From an optimization exercise on the open Yosys and OpenROAD flow, aimed at small area, a short achievable clock period and few clock cycles per item; shortcuts taken in it are not production practice.
Where RTL was checked, it was by simulation tests only, not by an equivalence proof against the original.
No functional check of the RTL was part of runs 4 to 8.

### flow/config.mk
export PLATFORM = sky130hd
export DESIGN_NAME = multiplier_iterative
export DESIGN_NICKNAME = multiplier_iterative
export VERILOG_FILES = /design/flow/design.v
export SDC_FILE = /design/flow/constraint.sdc
export NUM_CORES = 4
export LEC_CHECK = 0
export CAP_MARGIN = 20
export CORE_MARGIN = 2
export CORE_UTILIZATION = 40
export SLEW_MARGIN = 20
### flow/design.v
module multiplier_iterative(
    input clk,
    input logic valid_in,
    input logic[31:0] a,
    input logic[31:0] b,
    output logic valid_out,
    output logic[63:0] r
);
    logic[31:0] mp, mp_next;
    logic[63:0] mc, mc_next;
    logic[63:0] acc, acc_next;
    logic[5:0] i, i_next;
    always @(*) begin
        mp_next = mp;
        mc_next = mc;
        acc_next = acc;
        i_next = i;
        if (valid_in == 1) begin
            mp_next = a;
            mc_next = b;
            acc_next = 0;
            i_next = 0;
        end
        else if (i != 32) begin
            acc_next = acc + ( mp[0] ? mc : 0 );
            mp_next = mp>>1;
            mc_next = mc<<1;
            if (mp==0)
                i_next=32;       
            else
                i_next = i + 1;
        end
    end
    always_ff @(posedge clk) begin
        mp <= mp_next;
        mc <= mc_next;
        acc <= acc_next;
        i <= i_next;
        if (i_next==32) begin
            r <= acc_next;
            valid_out <= 1;
        end
        else begin
            valid_out <= 0;
        end
    end
endmodule
### flow/constraint.sdc
create_clock -name core_clock -period 6.0 [get_ports {clk}]
set_input_delay 1.2000 -clock core_clock [delete_from_list [all_inputs] [get_ports {clk}]]
set_output_delay 1.2000 -clock core_clock [all_outputs]
set_load 0.01 [all_outputs]
### flow/run.sh
#!/bin/bash
# synth_recipe.tcl (not shown) runs the flow's synth.tcl, then flattens the netlist and writes it again
# the make line also repeats each setting of config.mk as NAME=value (left out here)
make -C /OpenROAD-flow-scripts/flow DESIGN_CONFIG=/design/flow/config.mk WORK_HOME=/design/flow/orfs CLKGATE_MAP_FILE= SYNTH_SCRIPT=/design/flow/synth_recipe.tcl finish
==> metrics.cfg, run 1 <==
[placement]
gp_congestion=0.8929
io_buffers=130
place_ws_ps=1291
dp_hpwl_um=20300

[synthesis]
synth_edf_count=128
synthCells=1206
postSynthAreaPerCell_um2=10.07
synth_seq_cells=231
ys_types=67
netlist.area_leader.share_pct=31.64
synthAdderAreaFrac_pct=6.860
synth_compound_area_share_pct=16.14
synth_top_family_by_area=compound AO/OA/AOI/OAI gates
yosysSeqAreaShare_pct=48.62
synth_top_area_cell=edfxtp_1
syn_area_um2=12150
muxShareOfSynthArea_pct=5.923
ys.warnings.count=1
synth_xor_area_share_pct=4.326
syn_nets=1338
yosys-top-cells-area=edfxtp_1, dfxtp_1, ha_1, nand2_1, mux2_2
synth-main-ff-cell=edfxtp_1
async_flop_share_pct=0
synth-simple-area-share_pct=15.42

[cts]
numClockSinks=231
root_buffer=clkbuf_16
htree_levels=1
hold_buffers=0
clock_path_buffers=3
clock_latency_ps=530
post-cts-setup-buffers=0
cts_made_buffers=26
clk_pin_slew_worst_paths_ps=60
postCtsResizedCells=0
cts_tree=built

[floorplanning]
die_h_um=178.3
die_w_um=178.3
io_pins=131
num_rows=63
initial_utilization_pct=40.77
core-area_um2=29800
die_area_um2=31780

[global_routing]
grt_pass1_wl_um=46980
grtUsageMet3_pct=3.495
top_usage_layer=met2
grt_pass1_vias=9077
grt_max_degree=75
met1_usage_pct=25.68
antenna_found_initial=0
track_usage_pct=18.30
grt_use_met2_pct=29.15
gr-total-overflow=0

[hold_path]
worstHoldStart=mc[57]
hold_class=flip-flop to flip-flop

[setup_path]
crit_fanout=25
worstSetupEndpointType=flip-flop
path_class=flip-flop to flip-flop
reg2reg_from=mp[0]
crit_path_start=mp[0]
critPathLaunchType=flip-flop
crit_required_ps=6230
arrival_ps=5000

[final_layout]
nets=1445
multi_input_area_um2=5931
register_area_um2=5906
drive_above_1_share_pct=10.13
fillers=2768
n_antenna_cell=0
areaGrowthSynthToFinish_pct=20.99

[drt]
drt_iter0_markers=533
ant_nets=0
viasPerCell=5.327
routed_wl_um=28910
drtPass1Iterations=5
drc=0
wl_per_cell_um=16.78
via_count=9179

[timing]
hold_viol_final=0
period_share_pct=79.51
final.setup_skew_ps=17.26
fmax_ghz=0.2096
worstMarginPinSlew_ps=961.0
finalSetupViolCount=0
maxSlewViolCount=0
fin_setup_tns_ps=0
slew_headroom_pct=35.84
min_period_ps=4770
rsz0062_at_grt=false
setup_ws_ps=1230

[outcome]
status=timing/DRC/antenna clean

[flow_run]
max_cap_violations=0

-- cell usage after synthesis, drive strengths merged, types with 29 or more instances --
cell / instances
a21o: 31
a21oi: 139
and2: 68
clkbuf: 54
dfxtp: 103
edfxtp: 128
ha: 65
mux2: 63
nand2: 187
nor2: 51
o21ai: 38
xnor2: 31
xor2: 29
-- layout by cell type, fill, tap and decap left out, types with 30 or more instances in the layout --
cell / Yosys / routed
nand2_1: 187 / 186
dfxtp_1: 103 / 103
a21oi_1: 138 / 138
nor2_1: 51 / 50
edfxtp_1: 128 / 128
clkdlybuf4s50_1: 0 / 129
a21o_1: 31 / 31
and2_1: 68 / 67
o21ai_0: 30 / 30
mux2_2: 62 / 62
ha_1: 65 / 65
xnor2_1: 31 / 31
-- area by class of cell --
| type | instances | share of cell area, % |
|---|---|---|
| flip-flops and latches | 231 | 40.18 |
| multi-input cells | 890 | 40.35 |
| clock buffers | 32 | 4.793 |
| inverters | 23 | 0.5874 |
| clock inverters | 16 | 1.311 |
| well taps | 390 | 3.320 |
| repair buffers | 141 | 9.450 |
-- worst max-delay path, stage by stage, from the launching register on --
cell and delay [ps]:
edfxtp_1 800, buf_4 320, buf_4 160, and2_1 120, ha_1 290, nand2_1 130
a21bo_1 130, a31oi_1 100, o2111ai_1 240, o211ai_1 270, a2111oi_0 660, o21bai_2 280
o31a_2 220, a21oi_1 130, a221o_1 350, nand4b_1 90, o221ai_1 140
-- routing by layer --
metal | up-vias | wire length, µm
li1 | 4581 | -
met1 | 4334 | 13740
met2 | 226 | 12830
met3 | 38 | 1663
met4 | 0 | 679
met5 | - | 0
-- state kept, by name, indices dropped and copies added, names as in the netlist --
register and flops:
acc 64, valid_out 1, i 6, mp 32, mc 64, r 64
-- kinds of logic (layout without fill, tap and decap cells) --
logic type | Yosys count | count (layout)
AO/OA/AOI/OAI | 306 | 306
AND/OR/NAND/NOR | 394 | 394
XOR/XNOR | 60 | 60
multiplexers | 64 | 64
buffers and inverters | 85 | 212
flip-flops | 231 | 231
adder cells (fa/ha/maj) | 66 | 66
-- stage by stage --
stage          utilization [%]  area [µm²]  hold WS, ps  instances
6_report                 49.32       14700        465.0       1723
5_1_grt                  49.32       14700        479.0       1723
4_1_cts                  49.32       14700        462.7       1723
3_5_place_dp             46.31       13800        459.6       1675
3_3_place_gp             46.26       13780        452.2       1674
2_1_floorplan                -       12150        440.5       1206
-- path summary, 6_finish.rpt --
path | to | slack (ps) | cells after the start
setup / recovery | r[62] | 1230 | 16
hold / removal | mc[57] | 470 | 2
setup reg to reg | r[62] | 1230 | 16
hold reg to reg | mc[57] | 470 | 2
Testbench counts, summed over its fixed seeds: cycles 420,122, items 24,000.
==> run 2: changes to the inputs <==
==> flow/design.v (replaced) <==
module multiplier_iterative(
    input clk,
    input logic valid_in,
    input logic[31:0] a,
    input logic[31:0] b,
    output logic valid_out,
    output logic[63:0] r
);
    logic [31:0] mc;                    
    logic [2:0] n;                      
    function automatic [2:0] ndig(input [31:0] x);
        ndig = (x[31:24] != 0) ? 3'd4 : (x[23:16] != 0) ? 3'd3 :
               (x[15:8] != 0) ? 3'd2 : (x[7:0] != 0) ? 3'd1 : 3'd0;
    endfunction
    wire [2:0] na = ndig(a);
    wire [2:0] nb = ndig(b);
    wire swap = nb < na;                
    wire [2:0] nm = swap ? nb : na;
    wire [31:0] mp = swap ? b : a;
    logic [63:0] start;
    always @(*) begin
        case (nm)
            3'd4: start = {mp, 32'd0};
            3'd3: start = {mp[23:0], 40'd0};
            3'd2: start = {mp[15:0], 48'd0};
            default: start = {mp[7:0], 56'd0};
        endcase
    end
    always_ff @(posedge clk) begin
        if (valid_in) begin
            mc <= swap ? a : b;
            r <= start;
            n <= nm;
            valid_out <= (nm == 0);
        end else if (!valid_out) begin
            r <= (r << 8) + mc * r[63:56];
            n <= n - 1'b1;
            if (n == 3'd1) valid_out <= 1'b1;
        end
    end
endmodule
--- a/flow/config.mk
+++ b/flow/config.mk
@@ -7,5 +7,5 @@
 export LEC_CHECK = 0
-export CAP_MARGIN = 20
+export CAP_MARGIN = 0
 export CORE_MARGIN = 2
 export CORE_UTILIZATION = 40
-export SLEW_MARGIN = 20
+export SLEW_MARGIN = 0
==> run 2 against run 1 <==
Compared with the run above: still clean; wire length is 57% higher; area after synthesis is 21% higher; flip-flop and latch count is 131 lower; first-iteration DRC count is 66% higher; critical path depth is 3 higher; global-route usage is 6.2 points higher; maximum frequency is 19% lower; highest routed layer unchanged.
==> metrics.cfg, run 2 <==
[global_routing]
grt_max_degree=75  ; unchanged
grt_pass1_vias=12690  ; +40%
grt_pass1_wl_um=71860  ; +53%
antenna_found_initial=0  ; unchanged
gr-total-overflow=0  ; unchanged
track_usage_pct=24.52  ; +6.2 points

[floorplanning]
core-area_um2=36350  ; +22%
die_w_um=195.4  ; +9.6%
initial_utilization_pct=40.31  ; -0.46 points
die_h_um=195.4  ; +9.6%
num_rows=70  ; +11%
io_pins=131  ; unchanged
die_area_um2=38180  ; +20%

[setup_path]
path_class=flip-flop to flip-flop
crit_fanout=6  ; -76%
worstSetupEndpointType=flip-flop
arrival_ps=5970  ; +970 ps
crit_required_ps=6100  ; -130 ps
r2r_cells=19  ; +3
critPathLaunchType=flip-flop

[drt]
routed_wl_um=45370  ; +57%
via_count=12280  ; +34%
drt_iter0_markers=887  ; +66%
viasPerCell=5.363  ; +0.66%
drtPass1Iterations=5  ; unchanged
ant_nets=0  ; unchanged
drc=0  ; unchanged
wl_per_cell_um=19.82  ; +18%

[synthesis]
async_flop_share_pct=0  ; unchanged
syn_nets=1985  ; +48%
yosysMostFrequentCell=nand2_1
synthCells=1635  ; +36%
synth_seq_cells=100  ; -57%
syn_area_um2=14650  ; +21%
ys_types=77  ; +15%
netlist.area_leader.share_pct=28.83  ; -2.8 points
ys_top_cells_by_count=nand2_1, inv_1, fa_1, and2_1, edfxtp_1
synth_edf_count=99  ; -23%
synth-main-ff-cell=edfxtp_1
ys.warnings.count=1  ; unchanged
postSynthAreaPerCell_um2=8.961  ; -11%
yosysSeqAreaShare_pct=20.43  ; -28 points
synth_top_area_cell=fa_1
yosys-top-cells-area=fa_1, edfxtp_1, nand2_1, inv_1, and2_1

[timing]
hold_viol_final=0  ; unchanged
rsz0062_at_grt=true
min_period_ps=5870  ; +1099 ps
slew_headroom_pct=28.57  ; -7.3 points
fmax_ghz=0.1704  ; -19%
finalSetupViolCount=0  ; unchanged
fin_setup_tns_ps=0  ; unchanged
worstMarginPinSlew_ps=1072  ; +110.5 ps
maxSlewViolCount=0  ; unchanged
final.setup_skew_ps=16.97  ; -0.2933 ps
period_share_pct=97.83  ; +18 points

[flow_run]
max_cap_violations=0  ; unchanged

[cts]
clk_pin_slew_worst_paths_ps=70  ; about the same
cts_made_buffers=9  ; -65%
numClockSinks=100  ; -57%
root_buffer=clkbuf_16
clock_path_buffers=2  ; -1
clock_latency_ps=380  ; -150 ps
cts_tree=built
htree_levels=3  ; +2

[final_layout]
n_antenna_cell=0  ; unchanged
nets=2166  ; +50%
fillers=3469  ; +25%
drive_above_1_share_pct=9.500  ; -0.63 points
regMostFlops=r
areaGrowthSynthToFinish_pct=20.67
final_common_cell=nand2_1
largestRegisters=r: 64 flops, mc: 32 flops, n: 3 flops
largest_register_ffs=64
mostFrequentLayoutCells=nand2_1, inv_1, fa_1, and2_1, clkdlybuf4s50_1

[outcome]
status=timing/DRC/antenna clean

[placement]
gp_congestion=0.9309  ; +4.3%
dp_hpwl_um=36820  ; +81%
io_buffers=130  ; unchanged

[hold_path]
hold_class=flip-flop to flip-flop
holdPathStages=2  ; unchanged

## run 2: cell types whose count changed after synthesis, moves of 25 or more
cell / previous run / this run
nand2_1: 187 / 274
dfxtp_1: 103 / 1
o22ai_1: 2 / 27
mux2_2: 62 / 0
a21oi_1: 138 / 45
fa_1: 1 / 211
inv_1: 23 / 259
edfxtp_1: 128 / 99
and2_1: 68 / 147
## run 2: layout make-up
class                   count  area [µm²]  share of cell area, %
multi-input cells        1206       10610                  59.98
flip-flops and latches    100        2993                  16.93
repair buffers            239        2222                  12.57
inverters                 260       975.9                  5.520
well taps                 468       585.6                  3.312
clock buffers              10       229.0                  1.295
clock inverters             6       70.07                 0.3963
## run 2: stage by stage
step           hold slack, ps  instance area, µm²  utilization (%)  setup WS [ps]  std cells
6_report                610.2               17680            48.64          130.1       2289
5_1_grt                 672.7               17680            48.64         -77.68       2289
4_1_cts                 620.5               17440            47.98          37.76       2286
3_5_place_dp            591.8               17140            47.15          68.60       2270
3_3_place_gp            594.9               17140            47.15          90.21       2270
2_1_floorplan           547.5               14650                -          288.5       1635
## run 2: final timing paths
| path | startpoint | to | slack, ps |
|---|---|---|---|
| max reg2reg | r[59] | r[62] | 130 |
| min reg2reg | valid_out | valid_out | 610 |
| min | valid_out | valid_out | 610 |
| max | r[59] | r[62] | 130 |
## run 2: logic make-up (layout without fill, tap and decap cells)
kind of cell,after synthesis,in the layout,share of synthesized area [%]
multiplexers,24,24,1.674
flip-flops,100,100,20.43
buffers and inverters,329,515,8.616
AO/OA/AOI/OAI,227,227,10.56
adder cells (fa/ha/maj),284,284,35.06
XOR/XNOR,50,50,2.989
AND/OR/NAND/NOR,621,621,20.67
## run 2: repair_timing
item                       4_1_cts  5_1_grt
setup buffers                    0        4
gates resized for setup          0       44
hold buffers                     0        0
setup endpoints to repair        0       21
## run 2: worst max-delay path: stages, from the launching register on
cell      delay, ps
edfxtp_1        520
buf_4           190
buf_4           120
and2_1          160
fa_1            450
fa_1            510
fa_1            430
fa_1            530
ha_4            320
nand3_1         130
nor4_4          290
o31ai_4         150
a311oi_4        440
buf_4           190
a31oi_2          90
o21a_1          230
or3_4           490
nor2_4          110
xnor2_1         120
o21ai_1          80
## run 2: routing by layer
metal  routed length, µm  up-vias  track usage, %
li1                    -     5655               -
met1               20050     6134           33.85
met2               21670      423           40.99
met3                2748       63           3.161
met4                 902        0           6.135
met5                   0        -               0
Testbench counts of run 2, summed over its fixed seeds: cycles 65,401, items 24,000.
==> run 3: changes to the inputs <==
--- a/flow/config.mk
+++ b/flow/config.mk
@@ -7,5 +7,5 @@
 export LEC_CHECK = 0
-export CAP_MARGIN = 0
+export CAP_MARGIN = 20
 export CORE_MARGIN = 2
 export CORE_UTILIZATION = 40
-export SLEW_MARGIN = 0
+export SLEW_MARGIN = 20
==> run 3 against run 2 <==
Compared with the run above: critical path depth unchanged; cell count is the same; non-clock buffer count unchanged; still clean on timing, DRC and antenna; register-to-register slack is essentially flat; critical endpoint unchanged.
==> metrics.cfg, run 3 <==
[setup_path]
crit_fanout=6  ; unchanged
path_class=flip-flop to flip-flop
reg2reg_from=r[59]
reg2reg_setup_slack_ps=130  ; about the same
crit_required_ps=6100  ; about the same
worstSetupEndpointType=flip-flop
cp_num_buf_inv=3  ; unchanged
critPathLaunchType=flip-flop
r2r_cells=19  ; unchanged
cp_cell_sequence=buf_4, buf_4, and2_1, fa_1, fa_1, fa_1, fa_1, ha_4, nand3_1, nor4_4, o31ai_4, a311oi_4, buf_4, a31oi_2, o21a_1, or3_4, nor2_4, xnor2_1, o21ai_1
slowest_stage=fa_1
cpMostUsedCell=fa_1
rr_endpoint=r[62]
arrival_ps=5970  ; about the same
path_depth=19  ; unchanged
cp_slowest_stage_delay_ps=530  ; about the same
crit_family=adder cells

[synthesis]
synth_top_area_cell=fa_1
synthCells=1635  ; unchanged
postSynthAreaPerCell_um2=8.961  ; unchanged
syn_nets=1985  ; unchanged
synth_seq_cells=100  ; unchanged
synth-main-ff-cell=edfxtp_1
ys_types=77  ; unchanged
syn_area_um2=14650  ; unchanged
ys.warnings.count=1  ; unchanged
synth_edf_count=99  ; unchanged
yosys-top-cells-area=fa_1, edfxtp_1, nand2_1, inv_1, and2_1
netlist.area_leader.share_pct=28.83  ; unchanged
ys_top_cells_by_count=nand2_1, inv_1, fa_1, and2_1, edfxtp_1
yosysSeqAreaShare_pct=20.43  ; unchanged
async_flop_share_pct=0  ; unchanged
yosysMostFrequentCell=nand2_1

[drt]
ant_nets=0  ; unchanged
drtPass1Iterations=5  ; unchanged
drc=0  ; unchanged
drt_iter0_markers=887  ; unchanged
routed_wl_um=45370  ; unchanged
wl_per_cell_um=19.82  ; unchanged
via_count=12280  ; unchanged
viasPerCell=5.363  ; unchanged

[timing]
worstMarginPinSlew_ps=1072  ; unchanged
rsz0062_at_grt=true
fin_setup_tns_ps=0  ; unchanged
fmax_ghz=0.1704  ; unchanged
setup_ws_ps=130.1  ; unchanged
maxSlewViolCount=0  ; unchanged
final.setup_skew_ps=16.97  ; unchanged
min_period_ps=5870  ; unchanged
slew_headroom_pct=28.57  ; unchanged
hold_viol_final=0  ; unchanged
finalSetupViolCount=0  ; unchanged
period_share_pct=97.83  ; unchanged

[final_layout]
n_antenna_cell=0  ; unchanged
largestRegisters=r: 64 flops, mc: 32 flops, n: 3 flops
drive_above_1_share_pct=9.500  ; unchanged
regMostFlops=r
final_common_cell=nand2_1
nets=2166  ; unchanged
largest_register_ffs=64  ; unchanged
areaGrowthSynthToFinish_pct=20.67  ; unchanged
mostFrequentLayoutCells=nand2_1, inv_1, fa_1, and2_1, clkdlybuf4s50_1
post-route-util_pct=48.64  ; unchanged
fillers=3469  ; unchanged

[floorplanning]
die_w_um=195.4  ; unchanged
core-area_um2=36350  ; unchanged
die_area_um2=38180  ; unchanged
die_h_um=195.4  ; unchanged
initial_utilization_pct=40.31  ; unchanged
num_rows=70  ; unchanged
io_pins=131  ; unchanged

[global_routing]
grt_pass1_vias=12690  ; unchanged
track_usage_pct=24.52  ; unchanged
grt_pass1_wl_um=71860  ; unchanged
grt_max_degree=75  ; unchanged
gr-total-overflow=0  ; unchanged
antenna_found_initial=0  ; unchanged

[cts]
clk_pin_slew_worst_paths_ps=70  ; about the same
numClockSinks=100  ; unchanged
cts_tree=built
cts_made_buffers=9  ; unchanged
root_buffer=clkbuf_16
clock_latency_ps=380  ; about the same
htree_levels=3  ; unchanged
clock_path_buffers=2  ; unchanged

[placement]
gp_congestion=0.9309  ; unchanged
dp_hpwl_um=36820  ; unchanged
place_ws_ps=68.60  ; unchanged
io_buffers=130  ; unchanged

[hold_path]
hold_path_end=valid_out
hold_class=flip-flop to flip-flop
holdPathStages=2  ; unchanged
worstHoldStart=valid_out

[outcome]
status=timing/DRC/antenna clean

[flow_run]
max_cap_violations=0  ; unchanged

## run 3: cell counts in the layout (fill, tap and decap cells not counted)
No cell type changed its count.
## run 3: logic make-up (layout without fill, tap and decap cells)
group                    after synthesis  in the layout  share of synthesized area (%)
AO/OA/AOI/OAI                        227            227                          10.56
XOR/XNOR                              50             50                          2.989
adder cells (fa/ha/maj)              284            284                          35.06
buffers and inverters                329            515                          8.616
flip-flops                           100            100                          20.43
multiplexers                          24             24                          1.674
AND/OR/NAND/NOR                      621            621                          20.67
## run 3: timing repair
item | in CTS | in global routing
setup buffers | 0 | 4
gates resized for setup | 0 | 44
endpoints found under the setup margin | 0 | 21
hold buffers | 0 | 0
hold endpoints to repair | 0 | 0
## run 3: through the flow
step | cells | hold WS, ps | instance area [µm²]
after floorplan | 1635 | 547.5 | 14650
after global placement | 2270 | 594.9 | 17140
after detailed placement | 2270 | 591.8 | 17140
after CTS | 2286 | 620.5 | 17440
after global routing | 2289 | 672.7 | 17680
final | 2289 | 610.2 | 17680
## run 3: per-layer routing
| layer | vias to the layer above | GRT usage (%) | part of all wire, % | routed length, µm |
|---|---|---|---|---|
| li1 | 5655 | - | - | - |
| met1 | 6134 | 33.85 | 44 | 20050 |
| met2 | 423 | 40.99 | 48 | 21670 |
| met3 | 63 | 3.161 | 6.1 | 2748 |
| met4 | 0 | 6.135 | 2.0 | 902 |
| met5 | - | 0 | 0 | 0 |
## run 3: final cells by class
class	instances	area (µm²)	area share, %
repair buffers	239	2222	12.57
well taps	468	585.6	3.312
inverters	260	975.9	5.520
clock inverters	6	70.07	0.3963
clock buffers	10	229.0	1.295
flip-flops and latches	100	2993	16.93
multi-input cells	1206	10610	59.98
## run 3: worst reg2reg max path, delay by kind of cell, from the launching register on
family / cells / cell delay (ps)
AND/OR/NAND/NOR: 5 / 1200
XOR/XNOR: 1 / 120
adder cells (fa/ha/maj): 5 / 2240
buffers and inverters: 3 / 500
AO/OA/AOI/OAI: 5 / 990
flip-flops: 1 / 520
## run 3: worst max path at each step
stage / start / endpoint / slack [ps]
CTS: r[58] / r[62] / 40
floorplan: r[56] / r[40] / 290
global route: r[58] / r[62] / -80
global placement: r[61] / r[58] / 90
finish: r[59] / r[62] / 130
detailed placement: r[58] / r[58] / 70
==> run 4: changes to the inputs <==
--- a/flow/design.v
+++ b/flow/design.v
@@ -14,4 +14,10 @@
     endfunction
-    wire [2:0] na = ndig(a);
-    wire [2:0] nb = ndig(b);
+    function automatic lead1(input [31:0] x);
+        lead1 = (x[31:24] != 0) ? (x[31:24] == 1) : (x[23:16] != 0) ? (x[23:16] == 1) :
+                (x[15:8] != 0) ? (x[15:8] == 1) : (x[7:0] == 1);
+    endfunction
+    wire la = lead1(a);
+    wire lb = lead1(b);
+    wire [2:0] na = ndig(a) - la;       
+    wire [2:0] nb = ndig(b) - lb;
     wire swap = nb < na;                
@@ -19,2 +25,4 @@
     wire [31:0] mp = swap ? b : a;
+    wire [31:0] mcs = swap ? a : b;
+    wire lm = swap ? lb : la;
     logic [63:0] start;
@@ -25,4 +33,6 @@
             3'd2: start = {mp[15:0], 48'd0};
-            default: start = {mp[7:0], 56'd0};
+            3'd1: start = {mp[7:0], 56'd0};
+            default: start = 64'd0;
         endcase
+        if (lm) start[31:0] = mcs;
     end
@@ -30,3 +40,3 @@
         if (valid_in) begin
-            mc <= swap ? a : b;
+            mc <= mcs;
             r <= start;
==> run 4 against run 3 <==
Compared with the run above: utilization down 1.2 points; non-clock buffer count down 40; first-iteration DRC count up 16%; clock skew down 2.3 ps; maximum frequency up 4.5%; critical path depth down 1; global-route usage up 0.83 points; synthesized cell count up 0.18%; critical endpoint is now r[40]; largest cell class unchanged.
==> metrics.cfg, run 4 <==
[outcome]
status=timing/DRC/antenna clean

[timing]
worstMarginPinSlew_ps=813.9  ; -257.6 ps
final.setup_skew_ps=14.70  ; -2.270 ps
period_share_pct=93.58  ; -4.3 points
rsz0062_at_grt=false
slew_headroom_pct=45.54  ; +17 points
min_period_ps=5615  ; -255.1 ps
finalSetupViolCount=0  ; unchanged
hold_viol_final=0  ; unchanged
fmax_ghz=0.1781  ; +4.5%
maxSlewViolCount=0  ; unchanged
fin_setup_tns_ps=0  ; unchanged

[cts]
cts_tree=built
root_buffer=clkbuf_16
hold_buffers=0  ; unchanged
clk_pin_slew_worst_paths_ps=80  ; about the same
cts_made_buffers=9  ; unchanged
postCtsResizedCells=0  ; unchanged
post-cts-setup-buffers=0  ; unchanged
numClockSinks=100  ; unchanged
clock_path_buffers=2  ; unchanged
clock_latency_ps=380  ; about the same
htree_levels=3  ; unchanged

[synthesis]
muxShareOfSynthArea_pct=5.561  ; +3.9 points
yosys-top-cells-area=fa_1, edfxtp_1, and2_1, inv_1, ha_1
yosysSeqAreaShare_pct=19.82  ; -0.60 points
yosysMostFrequentCell=inv_1
synth_xor_area_share_pct=2.611  ; -0.38 points
synth-main-ff-cell=edfxtp_1
synth_compound_area_share_pct=10.93  ; +0.37 points
synth-simple-area-share_pct=17.61  ; -3.1 points
ys_top_cells_by_count=inv_1, fa_1, and2_1, nand2_1, edfxtp_1
syn_area_um2=15100  ; +3.0%
netlist.area_leader.share_pct=27.98  ; -0.85 points
synth_edf_count=99  ; unchanged
synth_top_area_cell=fa_1
synth_top_family_by_area=adder cells
syn_nets=1992  ; +0.35%
ys.warnings.count=1  ; unchanged
async_flop_share_pct=0  ; unchanged
postSynthAreaPerCell_um2=9.217  ; +2.9%
synthCells=1638  ; +0.18%
synthAdderAreaFrac_pct=34.36  ; -0.70 points
synth_seq_cells=100  ; unchanged
ys_types=61  ; -21%

[final_layout]
fillers=3550  ; +2.3%
regMostFlops=r
drive_above_1_share_pct=7.917  ; -1.6 points
multi_input_area_um2=10750  ; +1.4%
mostFrequentLayoutCells=inv_1, fa_1, and2_1, nand2_1, clkdlybuf4s50_1
final_common_cell=inv_1
n_antenna_cell=0  ; unchanged
areaGrowthSynthToFinish_pct=17.50
largest_register_ffs=64  ; unchanged
nets=2130  ; -1.7%
layoutNonFillerInstCount=2292  ; +0.13%
largestRegisters=r: 64 flops, mc: 32 flops, n: 3 flops
register_area_um2=2993  ; unchanged

[drt]
via_count=12450  ; +1.4%
drtPass1Iterations=5  ; unchanged
routed_wl_um=47880  ; +5.5%
drt_iter0_markers=1029  ; +16%
wl_per_cell_um=20.89  ; +5.4%
drc=0  ; unchanged
viasPerCell=5.432  ; +1.3%
ant_nets=0  ; unchanged

[floorplanning]
core-area_um2=37400  ; +2.9%
die_w_um=198.3  ; +1.5%
num_rows=71  ; +1.4%
io_pins=131  ; unchanged
die_area_um2=39310  ; +3.0%
initial_utilization_pct=40.37  ; +0.057 points
die_h_um=198.3  ; +1.5%

[global_routing]
top_usage_layer=met2
grtUsageMet3_pct=5.212  ; +2.1 points
met1_usage_pct=34.94  ; +1.1 points
grt_pass1_vias=12790  ; +0.84%
antenna_found_initial=0  ; unchanged
grt_use_met2_pct=39.82  ; -1.2 points
gr-total-overflow=0  ; unchanged
grt_pass1_wl_um=74370  ; +3.5%
track_usage_pct=25.36  ; +0.83 points
grt_max_degree=68  ; -9.3%

[setup_path]
path_class=flip-flop to flip-flop
crit_required_ps=6100  ; about the same
critPathLaunchType=flip-flop
arrival_ps=5720  ; -250 ps
crit_fanout=8  ; +2
worstSetupEndpointType=flip-flop

[placement]
dp_hpwl_um=38040  ; +3.3%
dp_cells=2276  ; +0.26%
gp_congestion=0.9621  ; +3.4%
io_buffers=130  ; unchanged

[hold_path]
hold_class=flip-flop to flip-flop

[flow_run]
max_cap_violations=0  ; unchanged

[run 4: cell types whose count changed in the layout (fill, tap and decap cells not counted), moves of 23 or more]
cell and delta:
o21ai_0 +57, nor2_1 -35, and2_1 +45, nand2_1 -117, nand3_1 +23, mux2_2 +39, inv_1 +30, buf_4 -39
[run 4: final timing paths]
kind	startpoint	endpoint	slack, ps	depth (start not counted)
max	mc[7]	r[40]	390	18
min	n[2]	valid_out	650	3
max reg2reg	mc[7]	r[40]	390	18
min reg2reg	n[2]	valid_out	650	3
[run 4: cell families (layout without fill, tap and decap cells)]
group | Yosys count | after routing
mux | 79 | 79
simple gates | 510 | 510
compound gates | 256 | 256
fa+ha+maj | 288 | 288
buf+inv | 360 | 503
flops | 100 | 100
xor+xnor | 45 | 45
[run 4: stage by stage]
stage	worst slack (ps)	area (µm²)	hold WS (ps)	util, %
2_1_floorplan	551.7	15100	549.3	-
3_3_place_gp	151.5	17440	624.5	46.63
3_5_place_dp	93.59	17440	604.9	46.63
4_1_cts	407.8	17730	617.7	47.41
5_1_grt	15.84	17740	666.9	47.43
6_report	385.2	17740	645.0	47.43
[run 4: per-layer routing]
metal / wire length (µm) / vias to the layer above
met4: 1504 / 0
met2: 21780 / 492
met3: 3799 / 65
li1: - / 5646
met5: 0 / -
met1: 20790 / 6246
[run 4: final cells by class]
type,count,share of cell area [%]
Sequential cell,100,16.87
Tap cell,511,3.604
Clock inverter,6,0.3597
Clock buffer,10,1.291
Inverter,288,6.094
Timing Repair Buffer,199,11.16
Multi-Input combinational cell,1178,60.62
[run 4: worst max-delay path: stages (launching register included)]
cell and delay [ps]:
edfxtp_1 560, and2_1 260, fa_1 520, fa_1 510, fa_1 510, inv_1 60
fa_1 520, inv_1 40, ha_1 300, a21o_1 180, or3_1 300, o21ai_1 170
a211oi_1 100, buf_4 160, a31oi_1 290, o211ai_1 240, o21ai_0 290, xor2_1 200
o21ai_0 110
==> run 5: changes to the inputs <==
--- a/flow/config.mk
+++ b/flow/config.mk
@@ -10,2 +10,3 @@
 export CORE_UTILIZATION = 40
+export GPL_TIMING_DRIVEN = 0
 export SLEW_MARGIN = 20
==> run 5 against run 4 <==
Compared with the run above: still clean; hold slack gained 5.9 ps; global-route usage rose by 3.1 points; highest routed layer is now met5.
==> metrics.cfg, run 5 <==
[floorplanning]
die_w_um=198.3  ; unchanged
die_h_um=198.3  ; unchanged
initial_utilization_pct=40.37  ; unchanged
io_pins=131  ; unchanged
core-area_um2=37400  ; unchanged
die_area_um2=39310  ; unchanged
num_rows=71  ; unchanged

[cts]
clock_path_buffers=2  ; unchanged
cts_made_buffers=9  ; unchanged
clk_pin_slew_worst_paths_ps=80  ; about the same
cts_tree=built
root_buffer=clkbuf_16
hold_buffers=0  ; unchanged
clock_latency_ps=380  ; about the same
numClockSinks=100  ; unchanged
htree_levels=3  ; unchanged

[placement]
gp_congestion=0.9757  ; +1.4%
dp_hpwl_um=43450  ; +14%
io_buffers=130  ; unchanged
dpl_cell_area_um2=17090  ; -2.0%

[final_layout]
regMostFlops=r
largestRegisters=r: 64 flops, mc: 32 flops, n: 3 flops
post-route-util_pct=47.84  ; +0.40 points
n_antenna_cell=0  ; unchanged
drive_above_1_share_pct=9.025  ; +1.1 points
final_area_um2=17890  ; +0.85%
largest_register_ffs=64  ; unchanged
mostFrequentLayoutCells=inv_1, fa_1, and2_1, nand2_1, clkdlybuf4s50_1
areaGrowthSynthToFinish_pct=18.51
nets=2155  ; +1.2%
final_common_cell=inv_1

[timing]
maxSlewViolCount=0  ; unchanged
hold_viol_final=0  ; unchanged
period_share_pct=98.21  ; +4.6 points
final.setup_skew_ps=18.97  ; +4.275 ps
finalSetupViolCount=0  ; unchanged
min_period_ps=5892  ; +277.7 ps
fmax_ghz=0.1697  ; -4.7%
slew_headroom_pct=45.69  ; +0.15 points
holdWs_ps=651.0  ; +5.932 ps
worstMarginPinSlew_ps=814.6  ; +0.6844 ps
rsz0062_at_grt=true

[flow_run]
max_cap_violations=0  ; unchanged

[outcome]
status=timing/DRC/antenna clean

[synthesis]
ys_types=61  ; unchanged
synth-main-ff-cell=edfxtp_1
postSynthAreaPerCell_um2=9.217  ; unchanged
yosysSeqAreaShare_pct=19.82  ; unchanged
synthCells=1638  ; unchanged
synth_top_area_cell=fa_1
synth_edf_count=99  ; unchanged
netlist.area_leader.share_pct=27.98  ; unchanged
ys.warnings.count=1  ; unchanged
async_flop_share_pct=0  ; unchanged
syn_nets=1992  ; unchanged
ys_top_cells_by_count=inv_1, fa_1, and2_1, nand2_1, edfxtp_1
syn_area_um2=15100  ; unchanged
yosys-top-cells-area=fa_1, edfxtp_1, and2_1, inv_1, ha_1
synth_seq_cells=100  ; unchanged
yosysMostFrequentCell=inv_1

[setup_path]
crit_fanout=10  ; +2
arrival_ps=5950  ; +230 ps
reg2reg_setup_slack_ps=110  ; -280 ps
crit_required_ps=6060  ; -40 ps
critPathLaunchType=flip-flop
path_class=flip-flop to flip-flop
worstSetupEndpointType=flip-flop

[drt]
wl_per_cell_um=23.49  ; +12%
viasPerCell=5.605  ; +3.2%
routed_wl_um=54420  ; +14%
ant_nets=0  ; unchanged
via_count=12990  ; +4.3%
drtPass1Iterations=5  ; unchanged
drc=0  ; unchanged
drt_iter0_markers=1122  ; +9.0%

[global_routing]
grt_pass1_vias=13430  ; +5.0%
antenna_found_initial=2  ; +2
gr-total-overflow=0  ; unchanged
grt_pass1_wl_um=81740  ; +9.9%
grt_max_degree=38  ; -44%
track_usage_pct=28.46  ; +3.1 points

[hold_path]
hold_class=flip-flop to flip-flop

## run 5: changes by cell type in the layout (fill, tap and decap cells not counted), sizes merged
cell,before,now
buf,70,60
clkinvlp,1,0
clkinv,4,6
clkbuf,10,45
inv,288,287
## run 5: per-stage QoR
stage / setup slack, ps / std cells / setup TNS, ps
finish: 107.5 / 2317 / 0
floorplan: 551.7 / 1638 / 0
detailed placement: -1023 / 2281 / -24510
global placement: -1384 / 2279 / -114650
global route: -12.34 / 2317 / -12.34
CTS: 4.300 / 2309 / 0
## run 5: area by class of cell
cell class	instances	area, µm²
plain buffers	64	416.7
fillers	3553	19510
inverters	288	1081
repair buffers	160	1567
well taps	511	639.4
clock inverters	6	55.05
clock buffers	10	229.0
flip-flops and latches	100	2993
multi-input cells	1178	10910
## run 5: layer usage
metal | up-vias | track usage [%] | wire (µm)
met4 | 4 | 11.53 | 2276
li1 | 5697 | - | -
met2 | 645 | 46.32 | 25340
met1 | 6526 | 38.44 | 22380
met5 | - | 0 | 24
met3 | 114 | 3.662 | 4397
## run 5: path summary, 6_finish.rpt
path         startpoint   endpoint  depth (start not counted)
max reg2reg       r[61]      r[32]                         19
max               r[61]      r[32]                         19
min reg2reg   valid_out  valid_out                          2
min           valid_out  valid_out                          2
## run 5: logic make-up (layout without fill, tap and decap cells)
| family | count (synthesis) | after routing | share of synthesized area [%] |
|---|---|---|---|
| compound gates | 256 | 256 | 10.93 |
| fa+ha+maj | 288 | 288 | 34.36 |
| xor+xnor | 45 | 45 | 2.611 |
| simple gates | 510 | 510 | 17.61 |
| mux | 79 | 79 | 5.561 |
| buf+inv | 360 | 528 | 9.100 |
| flops | 100 | 100 | 19.82 |
## run 5: what timing repair did
| item | 4_1_cts | 5_1_grt |
|---|---|---|
| resized for setup | 48 | 71 |
| pin swaps | 1 | 10 |
| setup buffers | 16 | 12 |
| endpoints found under the setup margin | 44 | 34 |
## run 5: worst max-delay path, cell delays in order, from the launching register on
cell,delay (ps)
edfxtp_1,370
buf_4,190
buf_4,200
and2_1,170
fa_1,550
fa_1,430
fa_1,500
inv_1,60
fa_1,540
inv_1,40
ha_1,360
a21o_1,210
or3_1,330
o21ai_2,230
a211oi_2,140
buf_4,170
a31o_2,290
a21oi_1,360
xor2_1,240
o22ai_1,160
==> run 6: changes to the inputs <==
--- a/flow/config.mk
+++ b/flow/config.mk
@@ -10,3 +10,3 @@
 export CORE_UTILIZATION = 40
-export GPL_TIMING_DRIVEN = 0
+export SETUP_SLACK_MARGIN = 0.6
 export SLEW_MARGIN = 20
==> run 6 against run 5 <==
Compared with the run above: flip-flop and latch count stayed put; utilization rose by 2.2 points; cell count grew 0.73%; clock skew is 8.7 ps lower; die area did not move; count of clock-buffer cells in the layout shrank 1; critical path depth up 1; area after synthesis unchanged; global-route usage down 3.0 points; via count shrank 3.2%; sequential share of layout area down 0.74 points.
==> metrics.cfg, run 6 <==
[drt]
drc=0  ; unchanged
viasPerCell=5.386  ; -3.9%
routed_wl_um=49510  ; -9.0%
drtPass1Iterations=6  ; +1
wl_per_cell_um=21.21  ; -9.7%
via_count=12570  ; -3.2%
drt_iter0_markers=952  ; -15%
ant_nets=0  ; unchanged

[synthesis]
synth_top_family_by_area=adder cells
synthCells=1638  ; unchanged
synth-main-ff-cell=edfxtp_1
synth_top_area_cell=fa_1
yosysSeqAreaShare_pct=19.82  ; unchanged
muxShareOfSynthArea_pct=5.561  ; unchanged
synth-simple-area-share_pct=17.61  ; unchanged
syn_nets=1992  ; unchanged
synth_edf_count=99  ; unchanged
postSynthAreaPerCell_um2=9.217  ; unchanged
ys_types=61  ; unchanged
async_flop_share_pct=0  ; unchanged
netlist.area_leader.share_pct=27.98  ; unchanged
ys_top_cells_by_count=inv_1, fa_1, and2_1, nand2_1, edfxtp_1
yosysMostFrequentCell=inv_1
yosys-top-cells-area=fa_1, edfxtp_1, and2_1, inv_1, ha_1
synth_compound_area_share_pct=10.93  ; unchanged
synthAdderAreaFrac_pct=34.36  ; unchanged
synth_seq_cells=100  ; unchanged
ys.warnings.count=1  ; unchanged
synth_xor_area_share_pct=2.611  ; unchanged
syn_area_um2=15100  ; unchanged

[timing]
fin_setup_tns_ps=0  ; unchanged
fmax_ghz=0.1798  ; +5.9%
finalSetupViolCount=0  ; unchanged
min_period_ps=5563  ; -329.2 ps
period_share_pct=92.72  ; -5.5 points
worstMarginPinSlew_ps=1066  ; +251.0 ps
final.setup_skew_ps=10.24  ; -8.735 ps
maxSlewViolCount=0  ; unchanged
slew_headroom_pct=28.96  ; -17 points
hold_viol_final=0  ; unchanged
holdWs_ps=616.4  ; -34.62 ps
rsz0062_at_grt=true

[hold_path]
hold_class=flip-flop to flip-flop

[setup_path]
cp_cell_sequence=buf_12, buf_4, buf_8, and2_4, fa_1, fa_1, fa_1, inv_1, fa_1, inv_1, ha_4, a21o_1, a21o_1, a21o_1, a221o_1, a41o_1, a221o_2, buf_12, nand4_1, o311ai_2
worstSetupEndpointType=flip-flop
arrival_ps=5660  ; -290 ps
cpMostUsedCell=fa_1
crit_fanout=8  ; -2
critPathLaunchType=flip-flop
crit_required_ps=6100  ; +40 ps
path_class=flip-flop to flip-flop
slowest_stage=fa_1
cp_slowest_stage_delay_ps=510  ; -40 ps

[floorplanning]
die_h_um=198.3  ; unchanged
die_area_um2=39310  ; unchanged
core-area_um2=37400  ; unchanged
die_w_um=198.3  ; unchanged
num_rows=71  ; unchanged
initial_utilization_pct=40.37  ; unchanged
io_pins=131  ; unchanged

[final_layout]
n_antenna_cell=0  ; unchanged
largest_register_ffs=64  ; unchanged
final_common_cell=inv_1
areaGrowthSynthToFinish_pct=24.00
nets=2172  ; +0.79%
mostFrequentLayoutCells=inv_1, fa_1, and2_1, nand2_1, clkdlybuf4s50_1
drive_above_1_share_pct=13.93  ; +4.9 points
regMostFlops=r
largestRegisters=r: 64 flops, mc: 32 flops, n: 3 flops

[flow_run]
max_cap_violations=0  ; unchanged

[cts]
hold_buffers=0  ; unchanged
clk_pin_slew_worst_paths_ps=80  ; about the same
cts_tree=built
clock_path_buffers=2  ; unchanged
htree_levels=3  ; unchanged
clock_latency_ps=370  ; about the same
numClockSinks=100  ; unchanged
root_buffer=clkbuf_16
cts_made_buffers=9  ; unchanged

[outcome]
status=timing/DRC/antenna clean

[global_routing]
gr-total-overflow=0  ; unchanged
grt_max_degree=89  ; +130%
track_usage_pct=25.49  ; -3.0 points
grt_pass1_vias=12860  ; -4.2%
grt_pass1_wl_um=75510  ; -7.6%
antenna_found_initial=0  ; -2

[placement]
dp_hpwl_um=38010  ; -13%
gp_congestion=0.9506  ; -2.6%
io_buffers=130  ; unchanged

run 6: changes by cell type in the layout (fill, tap and decap cells not counted), sizes merged:
cell,delta
bufinv,-1
clkbuf,-33
clkinvlp,+1
buf,+49
clkinv,-3
inv,+4
run 6: layout make-up:
cell class / count / area (µm²)
fill: 3515 / 18680
multi-input combinational: 1178 / 11250
sequential: 100 / 2993
timing repair buffer: 241 / 2476
inverter: 288 / 1081
tap: 511 / 639.4
clock buffer: 9 / 225.2
clock inverter: 7 / 57.56
run 6: critical path: cells and delay by family, from the launching register on:
family / cells / cell delay (ps)
and+or+nand+nor: 2 / 240
adders and majority gates: 5 / 2170
buffers and inverters: 6 / 740
DFF: 1 / 430
AOI/OAI and AO/OA: 7 / 1700
run 6: kinds of logic (layout without fill, tap and decap cells):
kind of cell | after synthesis | count (layout)
xor gates and xnor gates | 45 | 45
muxes | 79 | 79
buffers and inverters | 360 | 545
and+or+nand+nor | 510 | 510
adders and majority gates | 288 | 288
AOI/OAI and AO/OA | 256 | 256
DFF | 100 | 100
run 6: metal layers:
layer | wire (µm) | vias to the layer above | GRT usage [%]
met5 | 0 | - | 0
met1 | 22420 | 6376 | 36.97
met2 | 23330 | 432 | 41.31
met3 | 3081 | 40 | 3.270
met4 | 678 | 0 | 4.288
li1 | - | 5723 | -
run 6: through the flow:
stage               utilization [%]  setup slack [ps]  area, µm²  cells
finish                        50.06             436.7      18720   2334
global route                  50.06             246.2      18720   2334
CTS                           48.41             422.5      18110   2313
detailed placement            46.64             214.8      17440   2280
global placement              46.64             206.0      17440   2280
floorplan                         -             635.3      15100   1638
run 6: what timing repair did:
item,in CTS,in global routing
resized for setup,38,85
endpoints found under the setup margin,41,64
gates cloned,3,3
buffers inserted,14,18
pin swaps,5,50
run 6: path summary, 6_finish.rpt:
path | startpoint | slack, ps | cells past startpoint | to
setup / recovery | r[61] | 440 | 20 | r[55]
hold reg to reg | valid_out | 620 | 2 | valid_out
hold / removal | valid_out | 620 | 2 | valid_out
setup reg to reg | r[61] | 440 | 20 | r[55]
==> run 7: changes to the inputs <==
==> flow/design.v (replaced) <==
module multiplier_iterative(
    input clk,
    input logic valid_in,
    input logic[31:0] a,
    input logic[31:0] b,
    output logic valid_out,
    output logic[63:0] r
);
    logic [31:0] mc;                    
    logic [2:0] n;                      
    wire [3:0] ga = {|a[31:25], |a[31:17], |a[31:9], |a[31:1]};
    wire [3:0] gb = {|b[31:25], |b[31:17], |b[31:9], |b[31:1]};
    wire [3:0] ha = {|a[31:24], |a[31:16], |a[31:8], |a[31:0]};
    wire [3:0] hb = {|b[31:24], |b[31:16], |b[31:8], |b[31:0]};
    wire la = |(ha & ~ga);              
    wire lb = |(hb & ~gb);
    wire swap = |(ga & ~gb);            
    wire [3:0] gm = ga & gb;
    wire [31:0] mp = swap ? b : a;
    wire [31:0] mcs = swap ? a : b;
    wire lm = swap ? lb : la;
    logic [63:0] start;
    always @(*) begin
        if (gm[3])      start = {mp, 32'd0};
        else if (gm[2]) start = {mp[23:0], 40'd0};
        else if (gm[1]) start = {mp[15:0], 48'd0};
        else if (gm[0]) start = {mp[7:0], 56'd0};
        else            start = 64'd0;
        if (lm) start[31:0] = mcs;
    end
    wire [2:0] nm = {1'b0, gm[0]} + {1'b0, gm[1]} + {1'b0, gm[2]} + {1'b0, gm[3]};
    always_ff @(posedge clk) begin
        if (valid_in) begin
            mc <= mcs;
            r <= start;
            n <= nm;
            valid_out <= !gm[0];
        end else if (!valid_out) begin
            r <= (r << 8) + mc * r[63:56];
            n <= n - 1'b1;
            if (n == 3'd1) valid_out <= 1'b1;
        end
    end
endmodule
--- a/flow/config.mk
+++ b/flow/config.mk
@@ -10,3 +10,2 @@
 export CORE_UTILIZATION = 40
-export SETUP_SLACK_MARGIN = 0.6
 export SLEW_MARGIN = 20
==> run 7 against run 6 <==
Compared with the run above: clock skew increased by 2.0 ps; flip-flop and latch count is the same; still clean on timing, DRC and antenna; critical path type unchanged; critical endpoint is now r[58]; worst setup slack got worse by 260 ps; cell count fell by 6.0%; maximum frequency decreased by 4.4%; highest routed layer unchanged; wire length down 7.6%.
==> metrics.cfg, run 7 <==
[hold_path]
hold_class=flip-flop to flip-flop
worstHoldStart=valid_out
holdPathStages=2  ; unchanged

[synthesis]
ys.warnings.count=1  ; unchanged
syn_area_um2=14770  ; -2.2%
netlist.area_leader.share_pct=28.74  ; +0.76 points
synth_edf_count=99  ; unchanged
syn_nets=1938  ; -2.7%
yosys-top-cells-area=fa_1, edfxtp_1, and2_1, inv_1, ha_1
ys_top_cells_by_count=inv_1, fa_1, and2_1, nand2_1, edfxtp_1
synth-main-ff-cell=edfxtp_1
synthCells=1588  ; -3.1%
ys_types=66  ; +8.2%
synth_seq_cells=100  ; unchanged
async_flop_share_pct=0  ; unchanged
synth_top_area_cell=fa_1
yosysSeqAreaShare_pct=20.26  ; +0.44 points
postSynthAreaPerCell_um2=9.300  ; +0.91%
yosysMostFrequentCell=inv_1

[floorplanning]
num_rows=70  ; -1.4%
die_area_um2=38480  ; -2.1%
die_w_um=196.2  ; -1.1%
die_h_um=196.2  ; -1.1%
initial_utilization_pct=40.44  ; +0.072 points
io_pins=131  ; unchanged
core-area_um2=36520  ; -2.3%

[setup_path]
arrival_ps=5930  ; +270 ps
cp_cell_sequence=buf_12, and2_1, fa_1, fa_1, fa_1, inv_1, fa_1, inv_1, ha_1, nand4_1, or4_1, inv_1, o211a_1, o21ai_2, buf_4, a211oi_1, xnor2_1, mux2i_1
cp_slowest_stage_delay_ps=620  ; +110 ps
r2r_cells=18  ; -10%
cp_num_buf_inv=5  ; -1
cpMostUsedCell=fa_1
worstSetupEndpointType=flip-flop
path_class=flip-flop to flip-flop
crit_fanout=27  ; +19
slowest_stage=or4_1
critPathLaunchType=flip-flop
reg2reg_from=r[59]
crit_family=adder cells
crit_path_start=r[59]
crit_required_ps=6110  ; about the same
path_depth=18  ; -10%

[final_layout]
drive_above_1_share_pct=5.327  ; -8.6 points
areaGrowthSynthToFinish_pct=16.74
largestRegisters=r: 64 flops, mc: 32 flops, n: 3 flops
final_common_cell=inv_1
n_antenna_cell=0  ; unchanged
mostFrequentLayoutCells=inv_1, fa_1, and2_1, nand2_1, clkdlybuf4s50_1
post-route-util_pct=47.21  ; -2.8 points
fillers=3491  ; -0.68%
nets=2072  ; -4.6%
regMostFlops=r
largest_register_ffs=64  ; unchanged

[timing]
slew_headroom_pct=27.61  ; -1.4 points
fmax_ghz=0.1718  ; -4.4%
finalSetupViolCount=0  ; unchanged
holdWs_ps=586.7  ; -29.62 ps
min_period_ps=5821  ; +258.0 ps
maxSlewViolCount=0  ; unchanged
worstMarginPinSlew_ps=1086  ; +20.33 ps
setup_ws_ps=178.8  ; -258.0 ps
hold_viol_final=0  ; unchanged
period_share_pct=97.02  ; +4.3 points
fin_setup_tns_ps=0  ; unchanged
final.setup_skew_ps=12.24  ; +2.004 ps

[global_routing]
met1_usage_pct=34.46  ; -2.5 points
grt_max_degree=68  ; -24%
grt_pass1_wl_um=72720  ; -3.7%
grt_use_met2_pct=40.11  ; -1.2 points
antenna_found_initial=0  ; unchanged
track_usage_pct=24.61  ; -0.89 points
gr-total-overflow=0  ; unchanged
grtUsageMet3_pct=3.713  ; +0.44 points
grt_pass1_vias=12710  ; -1.2%
top_usage_layer=met2

[placement]
dp_hpwl_um=36850  ; -3.0%
place_ws_ps=62.90  ; -151.9 ps
io_buffers=130  ; unchanged
gp_congestion=0.9459  ; -0.49%

[cts]
htree_levels=3  ; unchanged
clock_latency_ps=370  ; about the same
root_buffer=clkbuf_16
cts_tree=built
hold_buffers=0  ; unchanged
cts_made_buffers=9  ; unchanged
numClockSinks=100  ; unchanged
clock_path_buffers=2  ; unchanged
clk_pin_slew_worst_paths_ps=80  ; about the same

[flow_run]
max_cap_violations=0  ; unchanged

[drt]
ant_nets=0  ; unchanged
drtPass1Iterations=6  ; unchanged
wl_per_cell_um=20.84  ; -1.7%
drc=0  ; unchanged
routed_wl_um=45750  ; -7.6%
viasPerCell=5.473  ; +1.6%
via_count=12010  ; -4.4%
drt_iter0_markers=1184  ; +24%

[outcome]
status=timing/DRC/antenna clean

run 7: changes by cell type after synthesis, moves of 13 or more:
cell,previous run,this run
o21ai_0,85,28
nand2_1,156,133
nand3_1,46,18
xnor2_1,18,31
inv_1,287,311
a21oi_1,40,62
o22ai_1,30,51
o21ai_1,2,17
a211oi_1,3,21
mux2_2,39,0
run 7: path summary, 6_finish.rpt:
check         endpoint  slack, ps
max              r[58]        180
min reg2reg  valid_out        590
max reg2reg      r[58]        180
min          valid_out        590
run 7: timing repair:
item	4_1_cts	5_1_grt
endpoints found under the setup margin	0	16
gates resized for setup	0	3
hold endpoints to repair	0	0
setup buffers	0	2
run 7: logic make-up (layout without fill, tap and decap cells):
| kind of cell | count (synthesis) | after routing | synth area share (%) |
|---|---|---|---|
| xor+xnor | 53 | 53 | 3.143 |
| buf+inv | 374 | 513 | 9.700 |
| fa+ha+maj | 284 | 284 | 34.84 |
| mux | 47 | 47 | 3.516 |
| flops | 100 | 100 | 20.26 |
| simple gates | 457 | 457 | 16.56 |
| compound gates | 273 | 273 | 11.98 |
run 7: metrics by stage:
step	instances	instance area, µm²
after global placement	2177	16880
after floorplan	1588	14770
after detailed placement	2177	16880
after global routing	2195	17240
after CTS	2193	17210
final	2195	17240
run 7: worst register-to-register path, delay by kind of cell (launching register included):
kind,cells,cell delay [ps]
adder cells (fa/ha/maj),5,2350
AND/OR/NAND/NOR,3,1070
XOR/XNOR,1,260
multiplexers,1,140
buffers and inverters,5,610
flip-flops,1,590
AO/OA/AOI/OAI,3,530
run 7: layer usage:
metal	share of wire, %	vias to the layer above
met5	0	-
met4	2.3	0
met3	7.0	78
met2	47	478
met1	43	6008
li1	-	5450
run 7: layout make-up:
type	count	area [µm²]	share of cell area, %
tap	468	585.6	3.396
multi-input combinational	1114	10390	60.24
inverter	312	1171	6.792
sequential	100	2993	17.36
timing repair buffer	185	1774	10.29
clock inverter	6	102.6	0.5951
clock buffer	10	229.0	1.328
==> run 8: changes to the inputs <==
--- a/flow/config.mk
+++ b/flow/config.mk
@@ -9,3 +9,3 @@
 export CORE_MARGIN = 2
-export CORE_UTILIZATION = 40
+export CORE_UTILIZATION = 60
 export SLEW_MARGIN = 20
==> run 8 against run 7 <==
Compared with the run above: global-route usage rose by 11 points; utilization rose by 22 points; sequential share of layout area up 0.40 points; wire length is 4.4% lower; maximum frequency rose by 1.1%; hold slack improved by 7.9 ps.
==> metrics.cfg, run 8 <==
[placement]
place_ws_ps=266.6  ; +203.7 ps
io_buffers=130  ; unchanged
dp_cells=2017  ; -7.3%
gp_congestion=0.9916  ; +4.8%
dp_hpwl_um=34980  ; -5.1%

[synthesis]
synth_edf_count=99  ; unchanged
yosys-top-cells-area=fa_1, edfxtp_1, and2_1, inv_1, ha_1
synth-main-ff-cell=edfxtp_1
netlist.area_leader.share_pct=28.74  ; unchanged
yosysMostFrequentCell=inv_1
ys.warnings.count=1  ; unchanged
postSynthAreaPerCell_um2=9.300  ; unchanged
syn_nets=1938  ; unchanged
async_flop_share_pct=0  ; unchanged
synth_top_area_cell=fa_1
yosysSeqAreaShare_pct=20.26  ; unchanged
ys_types=66  ; unchanged
ys_top_cells_by_count=inv_1, fa_1, and2_1, nand2_1, edfxtp_1
synthCells=1588  ; unchanged
synth_seq_cells=100  ; unchanged
syn_area_um2=14770  ; unchanged

[cts]
htree_levels=3  ; unchanged
hold_buffers=0  ; unchanged
clk_pin_slew_worst_paths_ps=80  ; about the same
clock_path_buffers=2  ; unchanged
cts_tree=built
root_buffer=clkbuf_16
cts_made_buffers=9  ; unchanged
clock_latency_ps=360  ; about the same
numClockSinks=100  ; unchanged

[setup_path]
cp_slowest_stage_delay_ps=560  ; -60 ps
worstSetupEndpointType=flip-flop
r2r_cells=19  ; +1
cp_cell_sequence=buf_4, and2_1, fa_1, fa_1, fa_1, inv_1, fa_1, inv_1, ha_1, o21a_1, o31a_1, o311ai_1, o21ai_1, a21oi_1, o41ai_1, buf_4, o211ai_1, xor2_1, o21ai_1
crit_fanout=21  ; -22%
cpMostUsedCell=fa_1
rr_endpoint=r[48]
reg2reg_setup_slack_ps=240  ; +70 ps
crit_required_ps=6090  ; -20 ps
reg2reg_from=r[61]
critPathLaunchType=flip-flop
crit_family=adder cells
arrival_ps=5850  ; -80 ps
cp_num_buf_inv=4  ; -1
slowest_stage=fa_1
path_class=flip-flop to flip-flop

[drt]
routed_wl_um=43720  ; -4.4%
drtPass1Iterations=5  ; -1
drt_iter0_markers=1315  ; +11%
via_count=12120  ; +0.86%
ant_nets=0  ; unchanged
viasPerCell=5.954  ; +8.8%
drc=0  ; unchanged
wl_per_cell_um=21.48  ; +3.1%

[timing]
fin_setup_tns_ps=0  ; unchanged
final.setup_skew_ps=12.04  ; -0.2023 ps
min_period_ps=5755  ; -65.89 ps
worstMarginPinSlew_ps=1036  ; -49.65 ps
holdWs_ps=594.7  ; +7.921 ps
rsz0062_at_grt=false
hold_viol_final=0  ; unchanged
slew_headroom_pct=30.92  ; +3.3 points
maxSlewViolCount=0  ; unchanged
fmax_ghz=0.1738  ; +1.1%
period_share_pct=95.92  ; -1.1 points
setup_ws_ps=244.7  ; +65.89 ps
finalSetupViolCount=0  ; unchanged

[final_layout]
layoutNonFillerInstCount=2035  ; -7.3%
register_area_um2=2993  ; unchanged
largest_register_ffs=64  ; unchanged
fillers=1967  ; -44%
areaGrowthSynthToFinish_pct=14.11
drive_above_1_share_pct=4.386  ; -0.94 points
final_common_cell=inv_1
mostFrequentLayoutCells=inv_1, fa_1, and2_1, nand2_1, clkdlybuf4s50_1
largestRegisters=r: 64 flops, mc: 32 flops, n: 3 flops
multi_input_area_um2=10370  ; -0.14%
nets=2056  ; -0.77%
regMostFlops=r

[outcome]
status=timing/DRC/antenna clean

[flow_run]
max_cap_violations=0  ; unchanged

[hold_path]
worstHoldStart=valid_out
hold_path_end=valid_out
holdPathStages=2  ; unchanged
hold_class=flip-flop to flip-flop

[global_routing]
gr-total-overflow=0  ; unchanged
antenna_found_initial=0  ; unchanged
grt_pass1_vias=12440  ; -2.2%
track_usage_pct=35.22  ; +11 points
grt_pass1_wl_um=69680  ; -4.2%
grt_max_degree=68  ; unchanged

[floorplanning]
core-area_um2=24250  ; -34%
io_pins=131  ; unchanged
die_area_um2=25890  ; -33%
die_h_um=160.9  ; -18%
die_w_um=160.9  ; -18%
num_rows=57  ; -19%
initial_utilization_pct=60.91  ; +20 points

==> run 8: cell families (layout without fill, tap and decap cells) <==
kind of cell / count (synthesis) / count (layout) / synth area share, %
other cells: 0 / 1 / 0
mux: 47 / 47 / 3.516
flops: 100 / 100 / 20.26
fa+ha+maj: 284 / 284 / 34.84
buf+inv: 374 / 496 / 9.700
xor+xnor: 53 / 53 / 3.143
compound gates: 273 / 273 / 11.98
simple gates: 457 / 457 / 16.56
==> run 8: how the worst max path moves through the flow <==
stage	cells after the start	slack, ps	to	from
floorplan	20	770	r[53]	r[56]
global placement	17	310	r[55]	r[59]
detailed placement	17	270	r[55]	r[59]
CTS	17	240	r[55]	r[59]
global route	18	90	r[35]	r[59]
finish	19	240	r[48]	r[61]
==> run 8: final cells by class <==
class,count,share of cell area [%]
Sequential cell,100,17.76
Antenna cell,1,0.01485
Clock buffer,10,1.359
Multi-Input combinational cell,1114,61.54
Tap cell,324,2.406
Clock inverter,5,0.2302
Timing Repair Buffer,169,9.741
Inverter,312,6.949
==> run 8: metal layers <==
| layer | track usage (%) | part of all wire, % | up-vias |
|---|---|---|---|
| met5 | 0 | 0 | - |
| met3 | 4.959 | 9.0 | 82 |
| met1 | 49.59 | 40 | 5984 |
| met4 | 9.821 | 2.6 | 0 |
| met2 | 57.65 | 48 | 627 |
| li1 | - | - | 5424 |
==> run 8: stage by stage <==
| step | instance area, µm² | util, % |
|---|---|---|
| after floorplan | 14770 | - |
| final | 16850 | 69.50 |
| after detailed placement | 16570 | 68.32 |
| after CTS | 16830 | 69.42 |
| after global placement | 16570 | 68.32 |
| after global routing | 16850 | 69.49 |
==> run 8: worst reg2reg max path, stage by stage (launching register included) <==
cell	delay (ps)
edfxtp_1	460
buf_4	250
and2_1	190
fa_1	560
fa_1	440
fa_1	500
inv_1	60
fa_1	480
inv_1	40
ha_1	330
o21a_1	150
o31a_1	220
o311ai_1	140
o21ai_1	360
a21oi_1	240
o41ai_1	440
buf_4	190
o211ai_1	90
xor2_1	260
o21ai_1	90
==> run 8: timing repair <==
action                     4_1_cts  5_1_grt
setup buffers                    0        2
setup endpoints to repair        0        7
resized for setup                0        2

-- afterwards: timing with drivers on the ports --
The results above use ideal ports. As a check the final layouts listed here were re-extracted and re-timed, cells and wires unchanged.
Step 1 sets driving cells, clkbuf_16 on the clock port and buf_2 on the other inputs (assumed; they add their load-dependent delay and slew).
Step 2, shift: input delay + t, output delay - t, t = (earliest + latest rising clock arrival at the registers) / 2. This alone moves slack from input paths to output paths.
Three values: ideal, step 1, step 2; two values: the first two.
run | t, ns | setup WS [ns] | hold WS [ns] | worst data-port slew with drivers (ns) | cell pins on the clock port's net
run 1 | 0.575 | 1.230 / 1.230 / 1.230 | 0.465 / 0.465 / 0.465 | 0.05 | 1
run 2 | 0.416 | 0.130 / 0.130 / 0.130 | 0.610 / 0.610 / 0.610 | 0.06 | 1
run 3 | 0.416 | 0.130 / 0.130 / 0.130 | 0.610 / 0.610 / 0.610 | 0.06 | 1
run 4 | 0.418 | 0.385 / 0.385 / 0.026 | 0.645 / 0.645 / 0.645 | 0.04 | 1
run 5 | 0.413 | 0.108 / 0.108 / -0.201 | 0.651 / 0.651 / 0.651 | 0.05 | 1
run 6 | 0.408 | 0.437 / 0.437 / 0.343 | 0.616 / 0.616 / 0.616 | 0.05 | 1
run 7 | 0.417 | 0.179 / 0.179 / 0.179 | 0.587 / 0.587 / 0.587 | 0.06 | 1
run 8 | 0.406 | 0.245 / 0.245 / 0.245 | 0.595 / 0.595 / 0.595 | 0.06 | 1
With both steps, setup timing fails in run 5, where it was met with ideal ports. For run 4, which loses most, drivers alone change the setup slack by 0.000 ns; drivers and shift together by -0.359 ns.
